Source: an optimization exercise on an open RTL-to-GDS flow (aim: small area, a short achievable clock period and few clock cycles). Production flows keep margins and buffers that such runs may drop. No functional check of the RTL was part of this run.

$ cat flow/standard.sh
#!/bin/bash
# synth_recipe.tcl (not shown) runs the flow's synth.tcl, then flattens the netlist and writes it again
# the make line also repeats each setting of config.mk as NAME=value (left out here)
make -C /OpenROAD-flow-scripts/flow DESIGN_CONFIG=/design/flow/config.mk WORK_HOME=/design/flow/orfs CLKGATE_MAP_FILE= SYNTH_SCRIPT=/design/flow/synth_recipe.tcl "${@:-finish}"
$ cat flow/design.v
module goldschmidt_divider_q4_4 (
    input  wire       clk,
    input  wire       rst_n,
    input  wire       start,
    input  wire [7:0] numerator,
    input  wire [7:0] denominator,
    output wire [7:0] quotient,
    output reg        valid,
    output reg        error
);
    reg busy;
    always @(posedge clk or negedge rst_n) begin
        if (!rst_n) begin
            busy  <= 1'b0;
            valid <= 1'b0;
        end else begin
            busy  <= start;
            valid <= busy;
        end
    end
    wire       sgn0 = numerator[7] ^ denominator[7];
    wire [7:0] nr0  = numerator[7]   ? -numerator   : numerator;
    wire [7:0] dr0  = denominator[7] ? -denominator : denominator;
    reg [2:0] p0, cls0;
    always @(*) begin
        casez (dr0)
            8'b1???????: begin p0 = 3'd7; cls0 = dr0[6:4]; end
            8'b01??????: begin p0 = 3'd6; cls0 = dr0[5:3]; end
            8'b001?????: begin p0 = 3'd5; cls0 = dr0[4:2]; end
            8'b0001????: begin p0 = 3'd4; cls0 = dr0[3:1]; end
            8'b00001???: begin p0 = 3'd3; cls0 = dr0[2:0]; end
            8'b000001??: begin p0 = 3'd2; cls0 = {dr0[1:0], 1'b0}; end
            8'b0000001?: begin p0 = 3'd1; cls0 = {dr0[0], 2'b0}; end
            default:     begin p0 = 3'd0; cls0 = 3'd0; end
        endcase
    end
    reg [4:0] bd0, bd1;
    reg [2:0] bd2;
    always @(*) begin
        case ({nr0[2:0], 1'b0})
            4'b0000:          bd0 = 5'b00000;
            4'b0010:          bd0 = 5'b00001;
            4'b0100:          bd0 = 5'b00010;
            4'b0110:          bd0 = 5'b00100;
            4'b1000:          bd0 = 5'b11000;
            4'b1010:          bd0 = 5'b10100;
            4'b1100:          bd0 = 5'b10010;
            default:          bd0 = 5'b10001;
        endcase
        case (nr0[5:2])
            4'b0000, 4'b1111: bd1 = 5'b00000;
            4'b0001, 4'b0010: bd1 = 5'b00001;
            4'b0011, 4'b0100: bd1 = 5'b00010;
            4'b0101, 4'b0110: bd1 = 5'b00100;
            4'b0111:          bd1 = 5'b01000;
            4'b1000:          bd1 = 5'b11000;
            4'b1001, 4'b1010: bd1 = 5'b10100;
            4'b1011, 4'b1100: bd1 = 5'b10010;
            default:          bd1 = 5'b10001;
        endcase
        bd2 = {1'b0, nr0[7] | (nr0[6] & nr0[5]), ~nr0[7] & (nr0[6] ^ nr0[5])};
    end
    reg [7:0] rom0;
    always @(*) begin
        case (nr0[6:0])
            7'd0: rom0 = 8'd0;
            7'd1: rom0 = 8'd187;
            7'd2: rom0 = 8'd229;
            7'd3: rom0 = 8'd108;
            7'd4: rom0 = 8'd242;
            7'd5: rom0 = 8'd173;
            7'd6: rom0 = 8'd215;
            7'd7: rom0 = 8'd94;
            7'd8: rom0 = 8'd229;
            7'd9: rom0 = 8'd15;
            7'd10: rom0 = 8'd202;
            7'd11: rom0 = 8'd81;
            7'd12: rom0 = 8'd122;
            7'd13: rom0 = 8'd1;
            7'd14: rom0 = 8'd188;
            7'd15: rom0 = 8'd67;
            7'd16: rom0 = 8'd109;
            7'd17: rom0 = 8'd244;
            7'd18: rom0 = 8'd123;
            7'd19: rom0 = 8'd216;
            7'd20: rom0 = 8'd95;
            7'd21: rom0 = 8'd230;
            7'd22: rom0 = 8'd16;
            7'd23: rom0 = 8'd203;
            7'd24: rom0 = 8'd82;
            7'd25: rom0 = 8'd217;
            7'd26: rom0 = 8'd3;
            7'd27: rom0 = 8'd138;
            7'd28: rom0 = 8'd68;
            7'd29: rom0 = 8'd110;
            7'd30: rom0 = 8'd245;
            7'd31: rom0 = 8'd124;
            7'd32: rom0 = 8'd166;
            7'd33: rom0 = 8'd97;
            7'd34: rom0 = 8'd232;
            7'd35: rom0 = 8'd111;
            7'd36: rom0 = 8'd153;
            7'd37: rom0 = 8'd83;
            7'd38: rom0 = 8'd218;
            7'd39: rom0 = 8'd4;
            7'd40: rom0 = 8'd139;
            7'd41: rom0 = 8'd18;
            7'd42: rom0 = 8'd112;
            7'd43: rom0 = 8'd247;
            7'd44: rom0 = 8'd125;
            7'd45: rom0 = 8'd4;
            7'd46: rom0 = 8'd98;
            7'd47: rom0 = 8'd233;
            7'd48: rom0 = 8'd112;
            7'd49: rom0 = 8'd154;
            7'd50: rom0 = 8'd33;
            7'd51: rom0 = 8'd220;
            7'd52: rom0 = 8'd5;
            7'd53: rom0 = 8'd140;
            7'd54: rom0 = 8'd19;
            7'd55: rom0 = 8'd206;
            7'd56: rom0 = 8'd248;
            7'd57: rom0 = 8'd127;
            7'd58: rom0 = 8'd6;
            7'd59: rom0 = 8'd47;
            7'd60: rom0 = 8'd234;
            7'd61: rom0 = 8'd113;
            7'd62: rom0 = 8'd155;
            7'd63: rom0 = 8'd34;
            7'd64: rom0 = 8'd169;
            7'd65: rom0 = 8'd100;
            7'd66: rom0 = 8'd141;
            7'd67: rom0 = 8'd20;
            7'd68: rom0 = 8'd155;
            7'd69: rom0 = 8'd249;
            7'd70: rom0 = 8'd128;
            7'd71: rom0 = 8'd7;
            7'd72: rom0 = 8'd49;
            7'd73: rom0 = 8'd183;
            7'd74: rom0 = 8'd114;
            7'd75: rom0 = 8'd249;
            7'd76: rom0 = 8'd35;
            7'd77: rom0 = 8'd170;
            7'd78: rom0 = 8'd101;
            7'd79: rom0 = 8'd143;
            7'd80: rom0 = 8'd21;
            7'd81: rom0 = 8'd156;
            7'd82: rom0 = 8'd198;
            7'd83: rom0 = 8'd129;
            7'd84: rom0 = 8'd8;
            7'd85: rom0 = 8'd143;
            7'd86: rom0 = 8'd58;
            7'd87: rom0 = 8'd245;
            7'd88: rom0 = 8'd30;
            7'd89: rom0 = 8'd165;
            7'd90: rom0 = 8'd44;
            7'd91: rom0 = 8'd179;
            7'd92: rom0 = 8'd17;
            7'd93: rom0 = 8'd152;
            7'd94: rom0 = 8'd31;
            7'd95: rom0 = 8'd72;
            7'd96: rom0 = 8'd207;
            7'd97: rom0 = 8'd138;
            7'd98: rom0 = 8'd180;
            7'd99: rom0 = 8'd59;
            7'd100: rom0 = 8'd194;
            7'd101: rom0 = 8'd125;
            7'd102: rom0 = 8'd166;
            7'd103: rom0 = 8'd45;
            7'd104: rom0 = 8'd180;
            7'd105: rom0 = 8'd222;
            7'd106: rom0 = 8'd153;
            7'd107: rom0 = 8'd32;
            7'd108: rom0 = 8'd74;
            7'd109: rom0 = 8'd208;
            7'd110: rom0 = 8'd139;
            7'd111: rom0 = 8'd18;
            7'd112: rom0 = 8'd60;
            7'd113: rom0 = 8'd195;
            7'd114: rom0 = 8'd74;
            7'd115: rom0 = 8'd168;
            7'd116: rom0 = 8'd47;
            7'd117: rom0 = 8'd181;
            7'd118: rom0 = 8'd223;
            7'd119: rom0 = 8'd154;
            7'd120: rom0 = 8'd33;
            7'd121: rom0 = 8'd168;
            7'd122: rom0 = 8'd210;
            7'd123: rom0 = 8'd89;
            7'd124: rom0 = 8'd19;
            7'd125: rom0 = 8'd61;
            7'd126: rom0 = 8'd196;
            7'd127: rom0 = 8'd75;
        endcase
    end
    wire dz0   = (denominator == 8'd0);
    wire eq0   = (nr0 == dr0);
    wire d160  = (dr0 == 8'h10) & nr0[7];
    wire d1280 = (denominator == 8'h80);
    reg [7:0] spec0;
    always @(*) begin
        if (dz0)       spec0 = 8'h00;
        else if (eq0)  spec0 = 8'h10;
        else if (d160) spec0 = 8'h80;
        else           spec0 = rom0;
    end
    reg [4:0]  bdg0, bdg1;
    reg [2:0]  bdg2;
    reg [2:0]  pa;
    reg [7:0]  clsoh;    
    reg        sgna, dza, usespa;
    reg [7:0]  speca;
    always @(posedge clk) begin
        bdg0   <= bd0;
        bdg1   <= bd1;
        bdg2   <= bd2;
        pa     <= p0;
        clsoh  <= 8'd1 << cls0;
        sgna   <= sgn0;
        dza    <= dz0;
        usespa <= dz0 | eq0 | d160 | d1280;
        speca  <= spec0;
    end
    wire [12:0] k1 = ({13{clsoh[0]}} & 13'd7224) |
        ({13{clsoh[1]}} & 13'd6783) |
        ({13{clsoh[2]}} & 13'd6240) |
        ({13{clsoh[3]}} & 13'd5840) |
        ({13{clsoh[4]}} & 13'd5328) |
        ({13{clsoh[5]}} & 13'd5004) |
        ({13{clsoh[6]}} & 13'd4658) |
        ({13{clsoh[7]}} & 13'd4369);
    wire [14:0] k3 = ({15{clsoh[0]}} & 15'd21672) |
        ({15{clsoh[1]}} & 15'd20349) |
        ({15{clsoh[2]}} & 15'd18720) |
        ({15{clsoh[3]}} & 15'd17520) |
        ({15{clsoh[4]}} & 15'd15984) |
        ({15{clsoh[5]}} & 15'd15012) |
        ({15{clsoh[6]}} & 15'd13974) |
        ({15{clsoh[7]}} & 15'd13107);
    wire       bs0 = bdg0[4], bs1 = bdg1[4];
    wire [4:1] bm0 = bdg0[3:0], bm1 = bdg1[3:0];
    wire [4:1] bm2 = {2'b00, bdg2[1:0]};
    wire m1_1;
    wire m1_2;
    wire m1_3;
    wire m1_4;
    wire m1_5;
    wire m1_6;
    wire m1_7;
    wire m1_8;
    wire m1_9;
    wire m1_10;
    wire m1_11;
    wire m1_12;
    wire m1_13;
    wire m1_14;
    wire m1_15;
    wire m1_16;
    wire m1_17;
    wire m1_18;
    wire m1_19;
    wire m1_20;
    wire m1_21;
    wire m1_22;
    wire m1_23;
    wire m1_24;
    wire m1_25;
    wire m1_26;
    wire m1_27;
    wire m1_28;
    wire m1_29;
    wire m1_30;
    wire m1_31;
    wire m1_32;
    wire m1_33;
    wire m1_34;
    assign m1_1 = bs1 ^ (bs0 ^ ((bm0[1] & k1[3]) | (bm0[2] & k1[2]) | (bm0[3] & k3[3]) | (bm0[4] & k1[1])));
    assign m1_2 = bs1 & (bs0 ^ ((bm0[1] & k1[3]) | (bm0[2] & k1[2]) | (bm0[3] & k3[3]) | (bm0[4] & k1[1])));
    assign m1_3 = (bs0 ^ ((bm0[1] & k1[4]) | (bm0[2] & k1[3]) | (bm0[3] & k3[4]) | (bm0[4] & k1[2]))) ^ (bs1 ^ ((bm1[1] & k1[1]) | (bm1[2] & k1[0]) | (bm1[3] & k3[1])));
    assign m1_4 = (bs0 ^ ((bm0[1] & k1[4]) | (bm0[2] & k1[3]) | (bm0[3] & k3[4]) | (bm0[4] & k1[2]))) & (bs1 ^ ((bm1[1] & k1[1]) | (bm1[2] & k1[0]) | (bm1[3] & k3[1])));
    assign m1_5 = (bs0 ^ ((bm0[1] & k1[5]) | (bm0[2] & k1[4]) | (bm0[3] & k3[5]) | (bm0[4] & k1[3]))) ^ (bs1 ^ ((bm1[1] & k1[2]) | (bm1[2] & k1[1]) | (bm1[3] & k3[2]) | (bm1[4] & k1[0])));
    assign m1_6 = (bs0 ^ ((bm0[1] & k1[5]) | (bm0[2] & k1[4]) | (bm0[3] & k3[5]) | (bm0[4] & k1[3]))) & (bs1 ^ ((bm1[1] & k1[2]) | (bm1[2] & k1[1]) | (bm1[3] & k3[2]) | (bm1[4] & k1[0])));
    assign m1_7 = (bs0 ^ ((bm0[1] & k1[6]) | (bm0[2] & k1[5]) | (bm0[3] & k3[6]) | (bm0[4] & k1[4]))) ^ (bs1 ^ ((bm1[1] & k1[3]) | (bm1[2] & k1[2]) | (bm1[3] & k3[3]) | (bm1[4] & k1[1]))) ^ ((bm2[1] & k1[0]));
    assign m1_8 = ((bs0 ^ ((bm0[1] & k1[6]) | (bm0[2] & k1[5]) | (bm0[3] & k3[6]) | (bm0[4] & k1[4]))) & (bs1 ^ ((bm1[1] & k1[3]) | (bm1[2] & k1[2]) | (bm1[3] & k3[3]) | (bm1[4] & k1[1])))) | ((bs0 ^ ((bm0[1] & k1[6]) | (bm0[2] & k1[5]) | (bm0[3] & k3[6]) | (bm0[4] & k1[4]))) & ((bm2[1] & k1[0]))) | ((bs1 ^ ((bm1[1] & k1[3]) | (bm1[2] & k1[2]) | (bm1[3] & k3[3]) | (bm1[4] & k1[1]))) & ((bm2[1] & k1[0])));
    assign m1_9 = (bs0 ^ ((bm0[1] & k1[7]) | (bm0[2] & k1[6]) | (bm0[3] & k3[7]) | (bm0[4] & k1[5]))) ^ (bs1 ^ ((bm1[1] & k1[4]) | (bm1[2] & k1[3]) | (bm1[3] & k3[4]) | (bm1[4] & k1[2]))) ^ ((bm2[1] & k1[1]) | (bm2[2] & k1[0]));
    assign m1_10 = ((bs0 ^ ((bm0[1] & k1[7]) | (bm0[2] & k1[6]) | (bm0[3] & k3[7]) | (bm0[4] & k1[5]))) & (bs1 ^ ((bm1[1] & k1[4]) | (bm1[2] & k1[3]) | (bm1[3] & k3[4]) | (bm1[4] & k1[2])))) | ((bs0 ^ ((bm0[1] & k1[7]) | (bm0[2] & k1[6]) | (bm0[3] & k3[7]) | (bm0[4] & k1[5]))) & ((bm2[1] & k1[1]) | (bm2[2] & k1[0]))) | ((bs1 ^ ((bm1[1] & k1[4]) | (bm1[2] & k1[3]) | (bm1[3] & k3[4]) | (bm1[4] & k1[2]))) & ((bm2[1] & k1[1]) | (bm2[2] & k1[0])));
    assign m1_11 = (bs0 ^ ((bm0[1] & k1[8]) | (bm0[2] & k1[7]) | (bm0[3] & k3[8]) | (bm0[4] & k1[6]))) ^ (bs1 ^ ((bm1[1] & k1[5]) | (bm1[2] & k1[4]) | (bm1[3] & k3[5]) | (bm1[4] & k1[3]))) ^ ((bm2[1] & k1[2]) | (bm2[2] & k1[1]));
    assign m1_12 = ((bs0 ^ ((bm0[1] & k1[8]) | (bm0[2] & k1[7]) | (bm0[3] & k3[8]) | (bm0[4] & k1[6]))) & (bs1 ^ ((bm1[1] & k1[5]) | (bm1[2] & k1[4]) | (bm1[3] & k3[5]) | (bm1[4] & k1[3])))) | ((bs0 ^ ((bm0[1] & k1[8]) | (bm0[2] & k1[7]) | (bm0[3] & k3[8]) | (bm0[4] & k1[6]))) & ((bm2[1] & k1[2]) | (bm2[2] & k1[1]))) | ((bs1 ^ ((bm1[1] & k1[5]) | (bm1[2] & k1[4]) | (bm1[3] & k3[5]) | (bm1[4] & k1[3]))) & ((bm2[1] & k1[2]) | (bm2[2] & k1[1])));
    assign m1_13 = (bs0 ^ ((bm0[1] & k1[9]) | (bm0[2] & k1[8]) | (bm0[3] & k3[9]) | (bm0[4] & k1[7]))) ^ (bs1 ^ ((bm1[1] & k1[6]) | (bm1[2] & k1[5]) | (bm1[3] & k3[6]) | (bm1[4] & k1[4]))) ^ ((bm2[1] & k1[3]) | (bm2[2] & k1[2]));
    assign m1_14 = ((bs0 ^ ((bm0[1] & k1[9]) | (bm0[2] & k1[8]) | (bm0[3] & k3[9]) | (bm0[4] & k1[7]))) & (bs1 ^ ((bm1[1] & k1[6]) | (bm1[2] & k1[5]) | (bm1[3] & k3[6]) | (bm1[4] & k1[4])))) | ((bs0 ^ ((bm0[1] & k1[9]) | (bm0[2] & k1[8]) | (bm0[3] & k3[9]) | (bm0[4] & k1[7]))) & ((bm2[1] & k1[3]) | (bm2[2] & k1[2]))) | ((bs1 ^ ((bm1[1] & k1[6]) | (bm1[2] & k1[5]) | (bm1[3] & k3[6]) | (bm1[4] & k1[4]))) & ((bm2[1] & k1[3]) | (bm2[2] & k1[2])));
    assign m1_15 = (bs0 ^ ((bm0[1] & k1[10]) | (bm0[2] & k1[9]) | (bm0[3] & k3[10]) | (bm0[4] & k1[8]))) ^ (bs1 ^ ((bm1[1] & k1[7]) | (bm1[2] & k1[6]) | (bm1[3] & k3[7]) | (bm1[4] & k1[5]))) ^ ((bm2[1] & k1[4]) | (bm2[2] & k1[3]));
    assign m1_16 = ((bs0 ^ ((bm0[1] & k1[10]) | (bm0[2] & k1[9]) | (bm0[3] & k3[10]) | (bm0[4] & k1[8]))) & (bs1 ^ ((bm1[1] & k1[7]) | (bm1[2] & k1[6]) | (bm1[3] & k3[7]) | (bm1[4] & k1[5])))) | ((bs0 ^ ((bm0[1] & k1[10]) | (bm0[2] & k1[9]) | (bm0[3] & k3[10]) | (bm0[4] & k1[8]))) & ((bm2[1] & k1[4]) | (bm2[2] & k1[3]))) | ((bs1 ^ ((bm1[1] & k1[7]) | (bm1[2] & k1[6]) | (bm1[3] & k3[7]) | (bm1[4] & k1[5]))) & ((bm2[1] & k1[4]) | (bm2[2] & k1[3])));
    assign m1_17 = (bs0 ^ ((bm0[1] & k1[11]) | (bm0[2] & k1[10]) | (bm0[3] & k3[11]) | (bm0[4] & k1[9]))) ^ (bs1 ^ ((bm1[1] & k1[8]) | (bm1[2] & k1[7]) | (bm1[3] & k3[8]) | (bm1[4] & k1[6]))) ^ ((bm2[1] & k1[5]) | (bm2[2] & k1[4]));
    assign m1_18 = ((bs0 ^ ((bm0[1] & k1[11]) | (bm0[2] & k1[10]) | (bm0[3] & k3[11]) | (bm0[4] & k1[9]))) & (bs1 ^ ((bm1[1] & k1[8]) | (bm1[2] & k1[7]) | (bm1[3] & k3[8]) | (bm1[4] & k1[6])))) | ((bs0 ^ ((bm0[1] & k1[11]) | (bm0[2] & k1[10]) | (bm0[3] & k3[11]) | (bm0[4] & k1[9]))) & ((bm2[1] & k1[5]) | (bm2[2] & k1[4]))) | ((bs1 ^ ((bm1[1] & k1[8]) | (bm1[2] & k1[7]) | (bm1[3] & k3[8]) | (bm1[4] & k1[6]))) & ((bm2[1] & k1[5]) | (bm2[2] & k1[4])));
    assign m1_19 = (bs0 ^ ((bm0[1] & k1[12]) | (bm0[2] & k1[11]) | (bm0[3] & k3[12]) | (bm0[4] & k1[10]))) ^ (bs1 ^ ((bm1[1] & k1[9]) | (bm1[2] & k1[8]) | (bm1[3] & k3[9]) | (bm1[4] & k1[7]))) ^ ((bm2[1] & k1[6]) | (bm2[2] & k1[5]));
    assign m1_20 = ((bs0 ^ ((bm0[1] & k1[12]) | (bm0[2] & k1[11]) | (bm0[3] & k3[12]) | (bm0[4] & k1[10]))) & (bs1 ^ ((bm1[1] & k1[9]) | (bm1[2] & k1[8]) | (bm1[3] & k3[9]) | (bm1[4] & k1[7])))) | ((bs0 ^ ((bm0[1] & k1[12]) | (bm0[2] & k1[11]) | (bm0[3] & k3[12]) | (bm0[4] & k1[10]))) & ((bm2[1] & k1[6]) | (bm2[2] & k1[5]))) | ((bs1 ^ ((bm1[1] & k1[9]) | (bm1[2] & k1[8]) | (bm1[3] & k3[9]) | (bm1[4] & k1[7]))) & ((bm2[1] & k1[6]) | (bm2[2] & k1[5])));
    assign m1_21 = (bs0 ^ ((bm0[2] & k1[12]) | (bm0[3] & k3[13]) | (bm0[4] & k1[11]))) ^ (bs1 ^ ((bm1[1] & k1[10]) | (bm1[2] & k1[9]) | (bm1[3] & k3[10]) | (bm1[4] & k1[8]))) ^ ((bm2[1] & k1[7]) | (bm2[2] & k1[6]));
    assign m1_22 = ((bs0 ^ ((bm0[2] & k1[12]) | (bm0[3] & k3[13]) | (bm0[4] & k1[11]))) & (bs1 ^ ((bm1[1] & k1[10]) | (bm1[2] & k1[9]) | (bm1[3] & k3[10]) | (bm1[4] & k1[8])))) | ((bs0 ^ ((bm0[2] & k1[12]) | (bm0[3] & k3[13]) | (bm0[4] & k1[11]))) & ((bm2[1] & k1[7]) | (bm2[2] & k1[6]))) | ((bs1 ^ ((bm1[1] & k1[10]) | (bm1[2] & k1[9]) | (bm1[3] & k3[10]) | (bm1[4] & k1[8]))) & ((bm2[1] & k1[7]) | (bm2[2] & k1[6])));
    assign m1_23 = (bs0 ^ ((bm0[3] & k3[14]) | (bm0[4] & k1[12]))) ^ (bs1 ^ ((bm1[1] & k1[11]) | (bm1[2] & k1[10]) | (bm1[3] & k3[11]) | (bm1[4] & k1[9]))) ^ ((bm2[1] & k1[8]) | (bm2[2] & k1[7]));
    assign m1_24 = ((bs0 ^ ((bm0[3] & k3[14]) | (bm0[4] & k1[12]))) & (bs1 ^ ((bm1[1] & k1[11]) | (bm1[2] & k1[10]) | (bm1[3] & k3[11]) | (bm1[4] & k1[9])))) | ((bs0 ^ ((bm0[3] & k3[14]) | (bm0[4] & k1[12]))) & ((bm2[1] & k1[8]) | (bm2[2] & k1[7]))) | ((bs1 ^ ((bm1[1] & k1[11]) | (bm1[2] & k1[10]) | (bm1[3] & k3[11]) | (bm1[4] & k1[9]))) & ((bm2[1] & k1[8]) | (bm2[2] & k1[7])));
    assign m1_25 = bs0 ^ (bs1 ^ ((bm1[1] & k1[12]) | (bm1[2] & k1[11]) | (bm1[3] & k3[12]) | (bm1[4] & k1[10]))) ^ ((bm2[1] & k1[9]) | (bm2[2] & k1[8]));
    assign m1_26 = (bs0 & (bs1 ^ ((bm1[1] & k1[12]) | (bm1[2] & k1[11]) | (bm1[3] & k3[12]) | (bm1[4] & k1[10])))) | (bs0 & ((bm2[1] & k1[9]) | (bm2[2] & k1[8]))) | ((bs1 ^ ((bm1[1] & k1[12]) | (bm1[2] & k1[11]) | (bm1[3] & k3[12]) | (bm1[4] & k1[10]))) & ((bm2[1] & k1[9]) | (bm2[2] & k1[8])));
    assign m1_27 = bs0 ^ (bs1 ^ ((bm1[2] & k1[12]) | (bm1[3] & k3[13]) | (bm1[4] & k1[11]))) ^ ((bm2[1] & k1[10]) | (bm2[2] & k1[9]));
    assign m1_28 = (bs0 & (bs1 ^ ((bm1[2] & k1[12]) | (bm1[3] & k3[13]) | (bm1[4] & k1[11])))) | (bs0 & ((bm2[1] & k1[10]) | (bm2[2] & k1[9]))) | ((bs1 ^ ((bm1[2] & k1[12]) | (bm1[3] & k3[13]) | (bm1[4] & k1[11]))) & ((bm2[1] & k1[10]) | (bm2[2] & k1[9])));
    assign m1_29 = bs0 ^ (bs1 ^ ((bm1[3] & k3[14]) | (bm1[4] & k1[12]))) ^ ((bm2[1] & k1[11]) | (bm2[2] & k1[10]));
    assign m1_30 = (bs0 & (bs1 ^ ((bm1[3] & k3[14]) | (bm1[4] & k1[12])))) | (bs0 & ((bm2[1] & k1[11]) | (bm2[2] & k1[10]))) | ((bs1 ^ ((bm1[3] & k3[14]) | (bm1[4] & k1[12]))) & ((bm2[1] & k1[11]) | (bm2[2] & k1[10])));
    assign m1_31 = ~bs0 ^ ~bs1 ^ ((bm2[1] & k1[12]) | (bm2[2] & k1[11]));
    assign m1_32 = (~bs0 & ~bs1) | (~bs0 & ((bm2[1] & k1[12]) | (bm2[2] & k1[11]))) | (~bs1 & ((bm2[1] & k1[12]) | (bm2[2] & k1[11])));
    assign m1_33 = 1'b1 ^ ((bm2[2] & k1[12]));
    assign m1_34 = 1'b1 & ((bm2[2] & k1[12]));
    wire [19:0] x_a = {m1_33, m1_31, m1_29, m1_27, m1_25, m1_23, m1_21, m1_19, m1_17, m1_15, m1_13, m1_11, m1_9, m1_7, m1_5, m1_3, m1_1, (bs0 ^ ((bm0[1] & k1[2]) | (bm0[2] & k1[1]) | (bm0[3] & k3[2]) | (bm0[4] & k1[0]))), (bs0 ^ ((bm0[1] & k1[1]) | (bm0[2] & k1[0]) | (bm0[3] & k3[1]))), bs0};
    wire [19:0] x_b = {m1_32, m1_30, m1_28, m1_26, m1_24, m1_22, m1_20, m1_18, m1_16, m1_14, m1_12, m1_10, m1_8, m1_6, m1_4, m1_2, (bs1 ^ ((bm1[1] & k1[0]) | (bm1[3] & k3[0]))), 1'b0, 1'b0, (bs0 ^ ((bm0[1] & k1[0]) | (bm0[3] & k3[0])))};
    wire [19:0] x  = x_a + x_b;
    wire [11:0] n2 = x[19:8];
    wire [1:0] s3 = ({2{clsoh[1]}} & 2'd1) |
        ({2{clsoh[2]}} & 2'd2) |
        ({2{clsoh[3]}} & 2'd2) |
        ({2{clsoh[4]}} & 2'd2) |
        ({2{clsoh[5]}} & 2'd2) |
        ({2{clsoh[6]}} & 2'd2) |
        ({2{clsoh[7]}} & 2'd2);
    wire [1:0] es = ({2{clsoh[0]}} & 2'd1) |
        ({2{clsoh[2]}} & 2'd2) |
        ({2{clsoh[4]}} & 2'd1);
    wire [2:0] e1 = ({3{clsoh[0]}} & 3'd1) |
        ({3{clsoh[1]}} & 3'd4) |
        ({3{clsoh[2]}} & 3'd7) |
        ({3{clsoh[3]}} & 3'd2) |
        ({3{clsoh[4]}} & 3'd1) |
        ({3{clsoh[7]}} & 3'd1);
    wire [2:0] e2 = ({3{clsoh[0]}} & 3'd4) |
        ({3{clsoh[1]}} & 3'd1) |
        ({3{clsoh[3]}} & 3'd1) |
        ({3{clsoh[4]}} & 3'd2) |
        ({3{clsoh[5]}} & 3'd1) |
        ({3{clsoh[6]}} & 3'd1);
    wire [19:0] c2 = ({20{clsoh[0]}} & 20'd1040385) |
        ({20{clsoh[2]}} & 20'd1015812) |
        ({20{clsoh[4]}} & 20'd1040385);
    wire es_0 = es[0], es_1 = es[1];
    wire e1_0 = e1[0], e1_1 = e1[1], e1_2 = e1[2];
    wire e2_0 = e2[0], e2_1 = e2[1], e2_2 = e2[2];
    wire m2_1;
    wire m2_2;
    wire m2_3;
    wire m2_4;
    wire m2_5;
    wire m2_6;
    wire m2_7;
    wire m2_8;
    wire m2_9;
    wire m2_10;
    wire m2_11;
    wire m2_12;
    wire m2_13;
    wire m2_14;
    wire m2_15;
    wire m2_16;
    wire m2_17;
    wire m2_18;
    wire m2_19;
    wire m2_20;
    wire m2_21;
    wire m2_22;
    wire m2_23;
    wire m2_24;
    wire m2_25;
    wire m2_26;
    wire m2_27;
    wire m2_28;
    wire m2_29;
    wire m2_30;
    wire m2_31;
    wire m2_32;
    wire m2_33;
    wire m2_34;
    wire m2_35;
    wire m2_36;
    wire m2_37;
    wire m2_38;
    wire m2_39;
    wire m2_40;
    wire m2_41;
    wire m2_42;
    wire m2_43;
    wire m2_44;
    wire m2_45;
    wire m2_46;
    wire m2_47;
    wire m2_48;
    wire m2_49;
    wire m2_50;
    wire m2_51;
    wire m2_52;
    wire m2_53;
    wire m2_54;
    assign m2_1 = n2[0] ^ (es_0 ^ ((e1_0 & n2[8]) | (e2_0 & n2[7])));
    assign m2_2 = n2[0] & (es_0 ^ ((e1_0 & n2[8]) | (e2_0 & n2[7])));
    assign m2_3 = n2[1] ^ (es_0 ^ ((e1_0 & n2[9]) | (e2_0 & n2[8]))) ^ (es_1 ^ ((e1_1 & n2[7]) | (e2_1 & n2[6])));
    assign m2_4 = (n2[1] & (es_0 ^ ((e1_0 & n2[9]) | (e2_0 & n2[8])))) | (n2[1] & (es_1 ^ ((e1_1 & n2[7]) | (e2_1 & n2[6])))) | ((es_0 ^ ((e1_0 & n2[9]) | (e2_0 & n2[8]))) & (es_1 ^ ((e1_1 & n2[7]) | (e2_1 & n2[6]))));
    assign m2_5 = n2[2] ^ (es_0 ^ ((e1_0 & n2[10]) | (e2_0 & n2[9]))) ^ (es_1 ^ ((e1_1 & n2[8]) | (e2_1 & n2[7])));
    assign m2_6 = (n2[2] & (es_0 ^ ((e1_0 & n2[10]) | (e2_0 & n2[9])))) | (n2[2] & (es_1 ^ ((e1_1 & n2[8]) | (e2_1 & n2[7])))) | ((es_0 ^ ((e1_0 & n2[10]) | (e2_0 & n2[9]))) & (es_1 ^ ((e1_1 & n2[8]) | (e2_1 & n2[7]))));
    assign m2_7 = n2[3] ^ (es_0 ^ ((e1_0 & n2[11]) | (e2_0 & n2[10]))) ^ (es_1 ^ ((e1_1 & n2[9]) | (e2_1 & n2[8])));
    assign m2_8 = (n2[3] & (es_0 ^ ((e1_0 & n2[11]) | (e2_0 & n2[10])))) | (n2[3] & (es_1 ^ ((e1_1 & n2[9]) | (e2_1 & n2[8])))) | ((es_0 ^ ((e1_0 & n2[11]) | (e2_0 & n2[10]))) & (es_1 ^ ((e1_1 & n2[9]) | (e2_1 & n2[8]))));
    assign m2_9 = n2[4] ^ (es_0 ^ ((e2_0 & n2[11]))) ^ (es_1 ^ ((e1_1 & n2[10]) | (e2_1 & n2[9])));
    assign m2_10 = (n2[4] & (es_0 ^ ((e2_0 & n2[11])))) | (n2[4] & (es_1 ^ ((e1_1 & n2[10]) | (e2_1 & n2[9])))) | ((es_0 ^ ((e2_0 & n2[11]))) & (es_1 ^ ((e1_1 & n2[10]) | (e2_1 & n2[9]))));
    assign m2_11 = n2[5] ^ c2[13] ^ (es_1 ^ ((e1_1 & n2[11]) | (e2_1 & n2[10])));
    assign m2_12 = (n2[5] & c2[13]) | (n2[5] & (es_1 ^ ((e1_1 & n2[11]) | (e2_1 & n2[10])))) | (c2[13] & (es_1 ^ ((e1_1 & n2[11]) | (e2_1 & n2[10]))));
    assign m2_13 = n2[6] ^ c2[14] ^ (es_1 ^ ((e2_1 & n2[11])));
    assign m2_14 = (n2[6] & c2[14]) | (n2[6] & (es_1 ^ ((e2_1 & n2[11])))) | (c2[14] & (es_1 ^ ((e2_1 & n2[11]))));
    assign m2_15 = n2[7] ^ c2[15];
    assign m2_16 = n2[7] & c2[15];
    assign m2_17 = n2[8] ^ c2[16];
    assign m2_18 = n2[8] & c2[16];
    assign m2_19 = c2[2] ^ (es_0 ^ ((e1_0 & n2[2]) | (e2_0 & n2[1])));
    assign m2_20 = c2[2] & (es_0 ^ ((e1_0 & n2[2]) | (e2_0 & n2[1])));
    assign m2_21 = (es_0 ^ ((e1_0 & n2[3]) | (e2_0 & n2[2]))) ^ (es_1 ^ ((e1_1 & n2[1]) | (e2_1 & n2[0])));
    assign m2_22 = (es_0 ^ ((e1_0 & n2[3]) | (e2_0 & n2[2]))) & (es_1 ^ ((e1_1 & n2[1]) | (e2_1 & n2[0])));
    assign m2_23 = (es_0 ^ ((e1_0 & n2[4]) | (e2_0 & n2[3]))) ^ (es_1 ^ ((e1_1 & n2[2]) | (e2_1 & n2[1]))) ^ ((e1_2 & n2[0]));
    assign m2_24 = ((es_0 ^ ((e1_0 & n2[4]) | (e2_0 & n2[3]))) & (es_1 ^ ((e1_1 & n2[2]) | (e2_1 & n2[1])))) | ((es_0 ^ ((e1_0 & n2[4]) | (e2_0 & n2[3]))) & ((e1_2 & n2[0]))) | ((es_1 ^ ((e1_1 & n2[2]) | (e2_1 & n2[1]))) & ((e1_2 & n2[0])));
    assign m2_25 = (es_0 ^ ((e1_0 & n2[5]) | (e2_0 & n2[4]))) ^ (es_1 ^ ((e1_1 & n2[3]) | (e2_1 & n2[2]))) ^ ((e1_2 & n2[1]) | (e2_2 & n2[0]));
    assign m2_26 = ((es_0 ^ ((e1_0 & n2[5]) | (e2_0 & n2[4]))) & (es_1 ^ ((e1_1 & n2[3]) | (e2_1 & n2[2])))) | ((es_0 ^ ((e1_0 & n2[5]) | (e2_0 & n2[4]))) & ((e1_2 & n2[1]) | (e2_2 & n2[0]))) | ((es_1 ^ ((e1_1 & n2[3]) | (e2_1 & n2[2]))) & ((e1_2 & n2[1]) | (e2_2 & n2[0])));
    assign m2_27 = (es_0 ^ ((e1_0 & n2[6]) | (e2_0 & n2[5]))) ^ (es_1 ^ ((e1_1 & n2[4]) | (e2_1 & n2[3]))) ^ ((e1_2 & n2[2]) | (e2_2 & n2[1]));
    assign m2_28 = ((es_0 ^ ((e1_0 & n2[6]) | (e2_0 & n2[5]))) & (es_1 ^ ((e1_1 & n2[4]) | (e2_1 & n2[3])))) | ((es_0 ^ ((e1_0 & n2[6]) | (e2_0 & n2[5]))) & ((e1_2 & n2[2]) | (e2_2 & n2[1]))) | ((es_1 ^ ((e1_1 & n2[4]) | (e2_1 & n2[3]))) & ((e1_2 & n2[2]) | (e2_2 & n2[1])));
    assign m2_29 = (es_0 ^ ((e1_0 & n2[7]) | (e2_0 & n2[6]))) ^ (es_1 ^ ((e1_1 & n2[5]) | (e2_1 & n2[4]))) ^ ((e1_2 & n2[3]) | (e2_2 & n2[2]));
    assign m2_30 = ((es_0 ^ ((e1_0 & n2[7]) | (e2_0 & n2[6]))) & (es_1 ^ ((e1_1 & n2[5]) | (e2_1 & n2[4])))) | ((es_0 ^ ((e1_0 & n2[7]) | (e2_0 & n2[6]))) & ((e1_2 & n2[3]) | (e2_2 & n2[2]))) | ((es_1 ^ ((e1_1 & n2[5]) | (e2_1 & n2[4]))) & ((e1_2 & n2[3]) | (e2_2 & n2[2])));
    assign m2_31 = (es_1 ^ ((e1_1 & n2[6]) | (e2_1 & n2[5]))) ^ ((e1_2 & n2[4]) | (e2_2 & n2[3])) ^ m2_1;
    assign m2_32 = ((es_1 ^ ((e1_1 & n2[6]) | (e2_1 & n2[5]))) & ((e1_2 & n2[4]) | (e2_2 & n2[3]))) | ((es_1 ^ ((e1_1 & n2[6]) | (e2_1 & n2[5]))) & m2_1) | (((e1_2 & n2[4]) | (e2_2 & n2[3])) & m2_1);
    assign m2_33 = ((e1_2 & n2[5]) | (e2_2 & n2[4])) ^ m2_2 ^ m2_3;
    assign m2_34 = (((e1_2 & n2[5]) | (e2_2 & n2[4])) & m2_2) | (((e1_2 & n2[5]) | (e2_2 & n2[4])) & m2_3) | (m2_2 & m2_3);
    assign m2_35 = ((e1_2 & n2[6]) | (e2_2 & n2[5])) ^ m2_4 ^ m2_5;
    assign m2_36 = (((e1_2 & n2[6]) | (e2_2 & n2[5])) & m2_4) | (((e1_2 & n2[6]) | (e2_2 & n2[5])) & m2_5) | (m2_4 & m2_5);
    assign m2_37 = ((e1_2 & n2[7]) | (e2_2 & n2[6])) ^ m2_6 ^ m2_7;
    assign m2_38 = (((e1_2 & n2[7]) | (e2_2 & n2[6])) & m2_6) | (((e1_2 & n2[7]) | (e2_2 & n2[6])) & m2_7) | (m2_6 & m2_7);
    assign m2_39 = ((e1_2 & n2[8]) | (e2_2 & n2[7])) ^ m2_8 ^ m2_9;
    assign m2_40 = (((e1_2 & n2[8]) | (e2_2 & n2[7])) & m2_8) | (((e1_2 & n2[8]) | (e2_2 & n2[7])) & m2_9) | (m2_8 & m2_9);
    assign m2_41 = ((e1_2 & n2[9]) | (e2_2 & n2[8])) ^ m2_10 ^ m2_11;
    assign m2_42 = (((e1_2 & n2[9]) | (e2_2 & n2[8])) & m2_10) | (((e1_2 & n2[9]) | (e2_2 & n2[8])) & m2_11) | (m2_10 & m2_11);
    assign m2_43 = ((e1_2 & n2[10]) | (e2_2 & n2[9])) ^ m2_12 ^ m2_13;
    assign m2_44 = (((e1_2 & n2[10]) | (e2_2 & n2[9])) & m2_12) | (((e1_2 & n2[10]) | (e2_2 & n2[9])) & m2_13) | (m2_12 & m2_13);
    assign m2_45 = m2_15 ^ ((e1_2 & n2[11]) | (e2_2 & n2[10])) ^ m2_14;
    assign m2_46 = (m2_15 & ((e1_2 & n2[11]) | (e2_2 & n2[10]))) | (m2_15 & m2_14) | (((e1_2 & n2[11]) | (e2_2 & n2[10])) & m2_14);
    assign m2_47 = m2_16 ^ m2_17 ^ ((e2_2 & n2[11]));
    assign m2_48 = (m2_16 & m2_17) | (m2_16 & ((e2_2 & n2[11]))) | (m2_17 & ((e2_2 & n2[11])));
    assign m2_49 = n2[9] ^ c2[17] ^ m2_18;
    assign m2_50 = (n2[9] & c2[17]) | (n2[9] & m2_18) | (c2[17] & m2_18);
    assign m2_51 = n2[10] ^ c2[18];
    assign m2_52 = n2[10] & c2[18];
    assign m2_53 = n2[11] ^ c2[19];
    assign m2_54 = n2[11] & c2[19];
    wire [19:0] y_a = {m2_53, m2_51, m2_49, m2_47, m2_45, m2_43, m2_41, m2_39, m2_37, m2_35, m2_33, m2_31, m2_29, m2_27, m2_25, m2_23, m2_21, m2_19, (es_0 ^ ((e1_0 & n2[1]) | (e2_0 & n2[0]))), c2[0]};
    wire [19:0] y_b = {m2_52, m2_50, m2_48, m2_46, m2_44, m2_42, m2_40, m2_38, m2_36, m2_34, m2_32, m2_30, m2_28, m2_26, m2_24, m2_22, m2_20, (es_1 ^ ((e1_1 & n2[0]))), 1'b0, (es_0 ^ ((e1_0 & n2[0])))};
    wire [8:0] ylo = {1'b0, y_a[7:0]} + {1'b0, y_b[7:0]};
    reg [11:0] ysb, ycb;
    reg        c8b, sg;
    reg [2:0]  pb;
    reg [1:0]  sb;
    always @(posedge clk) begin
        ysb   <= usespa ? {3'd0, speca, 1'b0} : y_a[19:8];
        ycb   <= usespa ? 12'd0 : y_b[19:8];
        c8b   <= ~usespa & ylo[8];
        pb    <= usespa ? 3'd0 : pa;
        sb    <= usespa ? 2'd3 : s3;
        sg    <= sgna;
        error <= dza;
    end
    wire [12:0] n3c = {ysb, 1'b1} + {ycb, c8b};    
    wire [11:0] n3  = n3c[12:1];
    wire [5:0]  n3s = (sb == 2'd0) ? n3[11:6] :
                      (sb == 2'd1) ? {1'b0, n3[11:7]} :
                      (sb == 2'd2) ? {2'b0, n3[11:8]} : 6'd0;
    wire [12:0] n4  = {1'b0, n3} + {7'd0, n3s};
    wire [6:0]  ph = 7'd1 << pb;
    wire [8:0]  t = ({9{ph[0]}} & n4[8:0])  | ({9{ph[1]}} & n4[9:1])  |
                    ({9{ph[2]}} & n4[10:2]) | ({9{ph[3]}} & n4[11:3]) |
                    ({9{ph[4]}} & n4[12:4]) | ({9{ph[5]}} & {1'b0, n4[12:5]}) |
                    ({9{ph[6]}} & {2'b0, n4[12:6]});
    assign quotient = (t[8:1] ^ {8{sg}}) + {7'd0, t[0] ^ sg};
endmodule
$ cat flow/flow/run.sh
#!/bin/bash
set -euo pipefail
bash standard.sh MATCH_CELL_FOOTPRINT=0 'BUFFER_PORTS_ARGS=-buffer_cell sky130_fd_sc_hd__buf_2' finish > standard.log 2>&1
$ cat flow/config.mk
export PLATFORM = sky130hd
export DESIGN_NAME = goldschmidt_divider_q4_4
export DESIGN_NICKNAME = goldschmidt_divider_q4_4
export VERILOG_FILES = /design/flow/design.v
export SDC_FILE = /design/flow/constraint.sdc
export NUM_CORES = 4
export LEC_CHECK = 0
export ABC_AREA = 1
export CAP_MARGIN = 20
export CORE_MARGIN = 2
export CORE_UTILIZATION = 40
export SETUP_SLACK_MARGIN = 1.5
export SLEW_MARGIN = 20
$ cat flow/constraint.sdc
create_clock -name core_clock -period 8.0 [get_ports {clk}]
set_input_delay 1.6000 -clock core_clock [delete_from_list [all_inputs] [get_ports {clk}]]
set_output_delay 1.6000 -clock core_clock [all_outputs]
set_load 0.01 [all_outputs]
==> impl_metrics.toml <==
[critical_path]
end_kind = "output pin"
startpoint = "ysb[5]"
crit_required_ns = 6.40
critPathMostFrequentCell = "nand2_1"
critPathKind = "register to output pin"
startpoint_type = "register"
cp.arrival_ns = 4.59
cp_slowest_cell = "fa_2"
max_stage_delay_ns = 0.40
regToRegStartpoint = "clsoh[2]"
critPathMaxFanout = 4

[sta]
hold_violations = 0
post-route-min-period_ns = 6.19
slew_headroom_pct = 34.5
setup_slack_ns = 1.81
worst_pin_slew_ns = 0.974
rsz0062_at_grt = "true"
finalSetupViolCount = 0
whs_ns = 0.326
finalCritPeriodShare_pct = 77.3
maxSlewViolCount = 0
max_freq_ghz = 0.162
worst_clock_skew_ns = 0.00438
tns_ns = 0

[routing]
drcViolationCount = 0
drt-pass1-iter-count = 6
drt_iter0_markers = 1216
post_drt_wl_per_cell_um = 15.7
avgViaCountPerCell = 5.50
wl_mm = 30.1
antenna_left = 0
vias = 10544

[cells_and_area]
final_common_cell = "nand2_1"
final_core_util_pct = 45.3
fin_nets = 1716
final_cell_mix = "nand2_1 (351), inv_1 (233), nor2_1 (157), nand3_1 (102), o21ai_0 (74)"
fillers = 2498
area_delta_synth_final_pct = 11.7
n_antenna_cell = 0
drive_above_1_share_pct = 11.6
multi_input_area_um2 = 7580
layout.area.seq_um2 = 1370

[place]
dpl_worst_slack_ns = 1.56
dp_hpwl_mm = 23.9
place_congestion = 0.976
io_buffer_count = 28

[clock_tree]
root_buffer = "clkbuf_16"
cts_tree = "yes"
cts-htree-levels = 3
clk_latency_ns = 0.33
clock_path_buffers = 2
cts_sinks = 68
cts_hold_buf = 0
numCtsBuffers = 9
clk_pin_slew_worst_paths_ns = 0.05

[run_status]
outcome = "complete, no violations"

[floorplanning]
ios = 29
die_area_um2 = 25800
die_h_um = 161
core_um2 = 24200
core.rowCount = 57
start_util_pct = 40.6
die-width_um = 161

[global_route]
grt_pass1_wl_mm = 48.5
grt_pass1_vias = 9885
grt-ovfl-total = 0
grt.total_usage_pct = 22.8
grt_max_degree = 47
antenna_found_initial = 0

[synth]
synth_nets = 1694
synth_seq_area_share_pct = 14.0
netlist_instances = 1566
netlist_top_cells_area = "nand2_1 (14%), dfxtp_1 (13%), ha_1 (9.6%)"
yosysWarnings = 1
ys_ff_latch = 68
avgSynthCellArea_um2 = 6.26
synth_top_area_share_pct = 13.7
synth_edf_count = 0
async_flop_share_pct = 2.94
synth_top_area_cell = "nand2_1"
synth_area_um2 = 9810
ys.flop_type = "dfxtp_1"
yosysUniqueCellTypes = 62

[run]
max_cap_viol_count = 0

[worst_hold_path]
hold_start = "dza"
hp-class = "register to register"
cells by family (layout without fill, tap and decap cells):
logic type / count (synthesis) / after routing / share of synthesized area, %
AND/OR/NAND/NOR: 744 / 744 / 33.5
AO/OA/AOI/OAI: 281 / 281 / 17.8
adder cells (fa/ha/maj): 109 / 109 / 16.5
flip-flops: 68 / 68 / 14.0
XOR/XNOR: 74 / 74 / 6.84
buffers and inverters: 290 / 317 / 11.3
per-stage QoR:
step	cells	instance area [um2]
after floorplan	1566	9810
after global placement	1889	10300
after detailed placement	1889	10300
after CTS	1907	10700
after global routing	1917	11000
final	1917	11000
flip-flops by register name (all words and copies together) (netlist names):
| name | count |
|---|---|
| pb | 3 |
| bdg2 | 2 |
| sb | 2 |
| pa | 3 |
| error | 1 |
| usespa | 1 |
| c8b | 1 |
| dza | 1 |
| speca | 8 |
| valid | 1 |
| ysb | 12 |
| sg | 1 |
| busy | 1 |
| bdg1 | 5 |
| clsoh | 8 |
| sgna | 1 |
| ycb | 12 |
| bdg0 | 5 |
layer usage:
metal | global-route usage, % | share of wire (%) | up-vias
met4 | 8.89 | 2.9 | 0
met5 | 0 | 0 | -
met2 | 38.6 | 47 | 475
met1 | 29.2 | 43 | 4774
li1 | - | - | 5215
met3 | 3.41 | 6.8 | 80
critical path, delay by kind of cell, from the launching register on:
kind / cells / cell delay [ns]
compound gates: 3 / 0.62
xor+xnor: 1 / 0.19
simple gates: 19 / 1.66
fa+ha+maj: 4 / 1.12
buf+inv: 4 / 0.36
flops: 1 / 0.32
cells in the mapped netlist (4+ instances only):
master and instances:
o221ai_1 14, nand3_2 6, nand2_2 17, nor2_1 163, buf_1 4, o21ai_1 13
o22ai_1 41, a211oi_1 4, xnor2_1 11, a22oi_1 11, fa_1 34, inv_2 12
xor2_1 60, nand4_1 24, or2_2 7, nor3_1 31, a221oi_1 7, o21bai_1 6
o21ai_2 5, o21ai_0 74, dfxtp_1 66, nor2_4 7, inv_1 235, clkbuf_1 18
ha_1 75, o2111ai_1 5, nand3b_1 9, nand2_1 357, nor2_2 6, o211ai_1 13
a21oi_1 63, buf_2 17, nand3_1 104
area by class of cell:
class | count | area share (%)
Multi-Input combinational cell | 1208 | 69.1
Inverter | 251 | 8.65
Sequential cell | 68 | 12.5
Tap cell | 324 | 3.70
Timing Repair Buffer | 50 | 2.79
Clock buffer | 10 | 2.18
Clock inverter | 6 | 1.02
path summary, 6_finish.rpt:
path | cells after the start | slack, ns | end
setup / recovery | 31 | 1.81 | quotient[7]
hold / removal | 0 | 0.33 | error
setup reg to reg | 26 | 1.95 | ysb[1]
hold reg to reg | 0 | 0.33 | error
max in group asynchronous | 1 | 6.86 | valid
min in group asynchronous | 1 | 1.05 | busy
what timing repair did:
item | in CTS | in global routing
endpoints found under the hold margin | 0 | 0
pin swaps | 3 | 15
buffers inserted | 2 | 10
setup endpoints to repair | 4 | 14
resized for setup | 13 | 35

separate check: timing with driven ports:
How much do the figures lean on ideal ports? The routed layout below was timed once more, with nothing changed but the port constraints. Step 1: set_driving_cell puts a clkbuf_16 on clk and a buf_2 on each other input, an assumption about the parent block. Step 2 adds t to the input delays and takes it off the output delays; t is the mean of the earliest and latest rising clock arrival at the registers after step 1. Input paths then give back, and output paths get back, about the clock's delay inside the block. Slacks: no drivers / after step 1 / after step 2; pairs: no drivers / after step 1.
t (ns): 0.371
setup slack, ns: 1.812 / 1.763 / 1.949
latest minus earliest clock arrival (ns): 0.004 / 0.005
After both steps setup and hold are still met in this run. The setup slack of this run moves by -0.049 ns with the drivers and by +0.137 ns with both steps.
